This design comes from an exercise in tuning for small area, a short achievable clock period and few clock cycles on the open sky130 flow, not from production work. Only simulation tests tie the RTL to the original design; equivalence was not proved. No activity file was given, so power comes from the tool's default toggle rates.

Design multi_64_33_9_10_16_3, start of the top module:
module multi_64_33_9_10_16_3(clk, reset, s_data_in_x, s_valid_x, s_ready_x, m_data_out_y, m_valid_y, m_ready_y);
clock: 8.0 ns
lec_check: 0
cap_margin: 20
core_margin: 2
core_utilization: 55
cts_buf_list: sky130_fd_sc_hd__clkbuf_16
cts_cluster_diameter: 80
cts_cluster_size: 30
place_density: 0.7
setup_slack_margin: 4.7
slew_margin: 20
run.sh (not shown) runs the stock make flow with config.mk's settings and CLKGATE_MAP_FILE= SYNTH_SCRIPT=/design/flow/synth_recipe.tcl, a recipe that flattens the netlist after the stock synthesis.
Testbench counts at the start, summed over its fixed seeds: cycles 12,408.
Rerun with:
--- a/flow/config.mk
+++ b/flow/config.mk
@@ -10 +10 @@
-export CORE_UTILIZATION = 55
+export CORE_UTILIZATION = 65
@@ -12,3 +12,3 @@
-export CTS_CLUSTER_DIAMETER = 80
-export CTS_CLUSTER_SIZE = 30
-export PLACE_DENSITY = 0.7
+export CTS_CLUSTER_DIAMETER = 70
+export CTS_CLUSTER_SIZE = 24
+export PLACE_DENSITY = 0.75
=> Register-to-register slack loses 100 ps. Combinational power is about the same. Worst setup slack loses 100 ps. Core utilization increases by 11 points. Synthesized area stays the same. Total power climbs slightly. Wire length went down slightly.
Rerun with:
--- a/flow/config.mk
+++ b/flow/config.mk
@@ -10 +10 @@
-export CORE_UTILIZATION = 65
+export CORE_UTILIZATION = 55
@@ -12,4 +12,4 @@
-export CTS_CLUSTER_DIAMETER = 70
-export CTS_CLUSTER_SIZE = 24
-export PLACE_DENSITY = 0.75
-export SETUP_SLACK_MARGIN = 4.7
+export CTS_CLUSTER_DIAMETER = 80
+export CTS_CLUSTER_SIZE = 30
+export PLACE_DENSITY = 0.7
+export SETUP_SLACK_MARGIN = 5
=> Total power increases by 4.2%. Synthesized area stays the same. Wire length climbs by 4.0%. Final area went up by 6.1%. Critical path depth went up by 1. Die area went up by 18%. Worst setup slack is better by 120 ps. Worst hold slack degrades by 25 ps. Global-route usage shrinks by 4.9 points. Combinational power goes up by about 10%. Clock power decreases by about 0.6%.
Rerun with:
--- a/flow/config.mk
+++ b/flow/config.mk
@@ -10,6 +10,3 @@
-export CORE_UTILIZATION = 55
-export CTS_BUF_LIST = sky130_fd_sc_hd__clkbuf_16
-export CTS_CLUSTER_DIAMETER = 80
-export CTS_CLUSTER_SIZE = 30
-export PLACE_DENSITY = 0.7
-export SETUP_SLACK_MARGIN = 5
+export CORE_UTILIZATION = 40
+export PLACE_DENSITY = 0.6
+export SETUP_SLACK_MARGIN = 4
Effect: The changed run ran to the end with no violations; clock-buffer cell count rose by 192; cell area fell by 4.7%; via count fell by 6.0%; combinational power fell by about 20%.

* * *

## run 1
Starting RTL as in the previous note.
Design multi_64_33_9_10_16_3, start of the top module:
module multi_64_33_9_10_16_3(clk, reset, s_data_in_x, s_valid_x, s_ready_x, m_data_out_y, m_valid_y, m_ready_y);
export LEC_CHECK = 0
export CAP_MARGIN = 20
export CORE_MARGIN = 2
export CORE_UTILIZATION = 40
export PLACE_DENSITY = 0.6
export SLEW_MARGIN = 20
create_clock -name core_clock -period 8.0 [get_ports {clk}]
Testbench counts of run 1, summed over its fixed seeds: cycles 12,408.
> inputs changed (run 1 -> run 2)
- putting CTS_CLUSTER_SIZE at 24 where nothing was set
- swapping 0.6 for 0.7 in PLACE_DENSITY
- putting CTS_CLUSTER_DIAMETER at 70 where nothing was set
- putting CTS_BUF_LIST at sky130_fd_sc_hd__clkbuf_16 where nothing was set
- swapping 40 for 55 in CORE_UTILIZATION
- putting SETUP_SLACK_MARGIN at 4.7 where nothing was set
==> results.txt <==
Higher proportion of cell area occupied by multi-input gates goes to run 2 over run 1. Across both runs, worst setup slack was higher for run 2 than for run 1. Count of clock-buffer cells in the layout for run 2 is lower than for run 1. Share of final-layout standard cells stronger than drive strength 1: run 2 > run 1. Diff run 1 -> run 2 | pin count of the biggest net entering global routing | decrease of about 5.4%. Lower switching share of power goes to run 1 over run 2. Summed area of non-filler cells in the final layout: run 1 vs run 2, no meaningful difference.
Input changes introduced in run 3 (baseline for comparison: run 2):
- SETUP_SLACK_MARGIN now 4.3, was 4.7
Findings:
- Between run 2 and run 3, count of filler cells inserted in the layout increased.
- Summary of the comparison: fraction of area in registers is higher in run 3, relative to run 2.
- Looking at global routing usage on met2, run 3 sits 0.49 points below run 2.
- Combinational share of power: run 3 < run 2
- Fmax: run 3 below run 2
- Looking at clock latency reported for the late side of the worst-skew pair across run 3 and run 2, the one that comes out lower is run 3.
- Taking run 2 as the reference, in run 3 detailed-routed wire length on met3 lost about 1.3%, shortest clock period the worst path allows after layout picked up an extra 0.31 ns, cell internal power dissipation lost 1.8%.
Inputs modified between run 3 and run 4:
- swapping 4.3 for 4.85 in SETUP_SLACK_MARGIN
### Flow results
- Measured against each other, run 3 and run 4 differ in routed wire length, the higher figure coming from run 4.
- NOTE first-pass GRT wire length run 3->run 4 increased slightly
- Run 4 has number of setup buffers added after CTS above what run 3 had.
- In the tables for run 3 and run 4, overall power of the completed layout reads higher with run 4.
- [run 4] final instance area rose 4.8% relative to run 3
- l1_op24[15] as the worst setup path endpoint was reported by run 3, and l1_s[11][0] by run 4.
- Delta(critical path depth, run 4 - run 3) > 0

* * *

## sierra
Starting RTL as in the previous note.
Settings: LEC_CHECK=0, CAP_MARGIN=20, CORE_MARGIN=2, CORE_UTILIZATION=55, CTS_BUF_LIST=sky130_fd_sc_hd__clkbuf_16, CTS_CLUSTER_DIAMETER=70, CTS_CLUSTER_SIZE=24, PLACE_DENSITY=0.7, SETUP_SLACK_MARGIN=4.5, SLEW_MARGIN=20; clock period 8.0 ns.
Testbench counts of sierra, summed over its fixed seeds: cycles 12,408.
### sierra -> yarrow
- clearing CTS_CLUSTER_DIAMETER, which used to be 70
- swapping 55 for 40 in CORE_UTILIZATION
- clearing CTS_CLUSTER_SIZE, which used to be 24
- swapping 4.5 for 5 in SETUP_SLACK_MARGIN
- clearing CTS_BUF_LIST, which used to be sky130_fd_sc_hd__clkbuf_16
- swapping 0.7 for 0.6 in PLACE_DENSITY
==> results.txt <==
yarrow: done, clean on timing, DRC and antenna
sierra finished all stages; the layout is clean.
Going from sierra to yarrow, number of CTS-inserted buffers grows by about 60%.
Sort yarrow and sierra by diode insertion count for antenna repair asc -> top: yarrow
Total routed wirelength on yarrow is behind sierra.
Smallest hold slack in yarrow vs sierra: down 0.033 ns
Sequential share of layout area, yarrow and sierra: smaller value in yarrow
Taking sierra as the reference, in yarrow number of cells traversed by the worst register-to-register path now sits higher, clock-buffer cell count rose 164, number of pins exceeding their max-slew limit in the final report neither gained nor lost much.
diff inputs: yarrow => indigo
- CORE_UTILIZATION changed from 40 to 55
- CTS_BUF_LIST newly set to sky130_fd_sc_hd__clkbuf_8
- CTS_CLUSTER_DIAMETER newly set to 40
- PLACE_DENSITY changed from 0.6 to 0.7
- CTS_CLUSTER_SIZE newly set to 16
Notes after the runs:
indigo closes out successfully: all stages finished, all timing, DRC and antenna checks passed. Summary of indigo over yarrow: number of nets in the final layout saw an increase; routed wire length on met3 saw an increase; share of cell area taken by flip-flops and latches saw an increase; finished layout cell area saw a decrease; total number of cells along the worst setup path saw a decrease. In indigo the clock buffer instance count of the final layout turned out about 20% higher than in yarrow. Startpoint of the worst setup timing path = l1_s[1][5]$_DFFE_PP_: yarrow; startpoint of the worst setup timing path = m_data_out_y[14]$_DFFE_PN_: indigo. [indigo vs yarrow] first-pass GRT wire length: higher in indigo.

## static timing again, ports no longer ideal
The flow's constraints put no driver on any port. The routed layouts listed below were extracted and timed again, unchanged, in two steps.
Step 1 assumes that a clkbuf_16 drives the clock port and a buf_2 every other input.
Step 2 times the ports against the registers' clock, not the clock port: input delays grow and output delays shrink by t, the midpoint of the rising clock arrivals with the driver on.
Slacks: no drivers / after step 1 / after step 2; pairs: no drivers / after step 1.
| run | shift t [ns] | setup slack, ns | worst data-port slew with drivers (ns) |
|---|---|---|---|
| the first run of note 1 | 0.940 | 4.712 / 4.712 / 3.992 | 0.04 |
| the second run of note 1 | 0.940 | 4.608 / 4.608 / 3.928 | 0.04 |
| the third run of note 1 | 0.924 | 4.729 / 4.729 / 4.205 | 0.03 |
| the fourth run of note 1 | 1.031 | 4.165 / 4.165 / 3.328 | 0.04 |
| run 1 | 1.028 | 3.851 / 3.851 / 3.188 | 0.04 |
| run 2 | 0.954 | 4.666 / 4.666 / 3.994 | 0.04 |
| run 3 | 0.944 | 4.356 / 4.356 / 3.529 | 0.04 |
| run 4 | 0.936 | 4.694 / 4.694 / 4.047 | 0.05 |
| sierra | 0.934 | 4.358 / 4.358 / 3.748 | 0.04 |
| yarrow | 1.018 | 4.761 / 4.714 / 4.165 | 0.04 |
| indigo | 1.163 | 4.612 / 4.516 / 4.030 | 0.03 |
After both steps setup and hold are still met in every run listed. For the fourth run of note 1, which loses most, drivers alone change the setup slack by 0.000 ns; drivers and shift together by -0.837 ns.
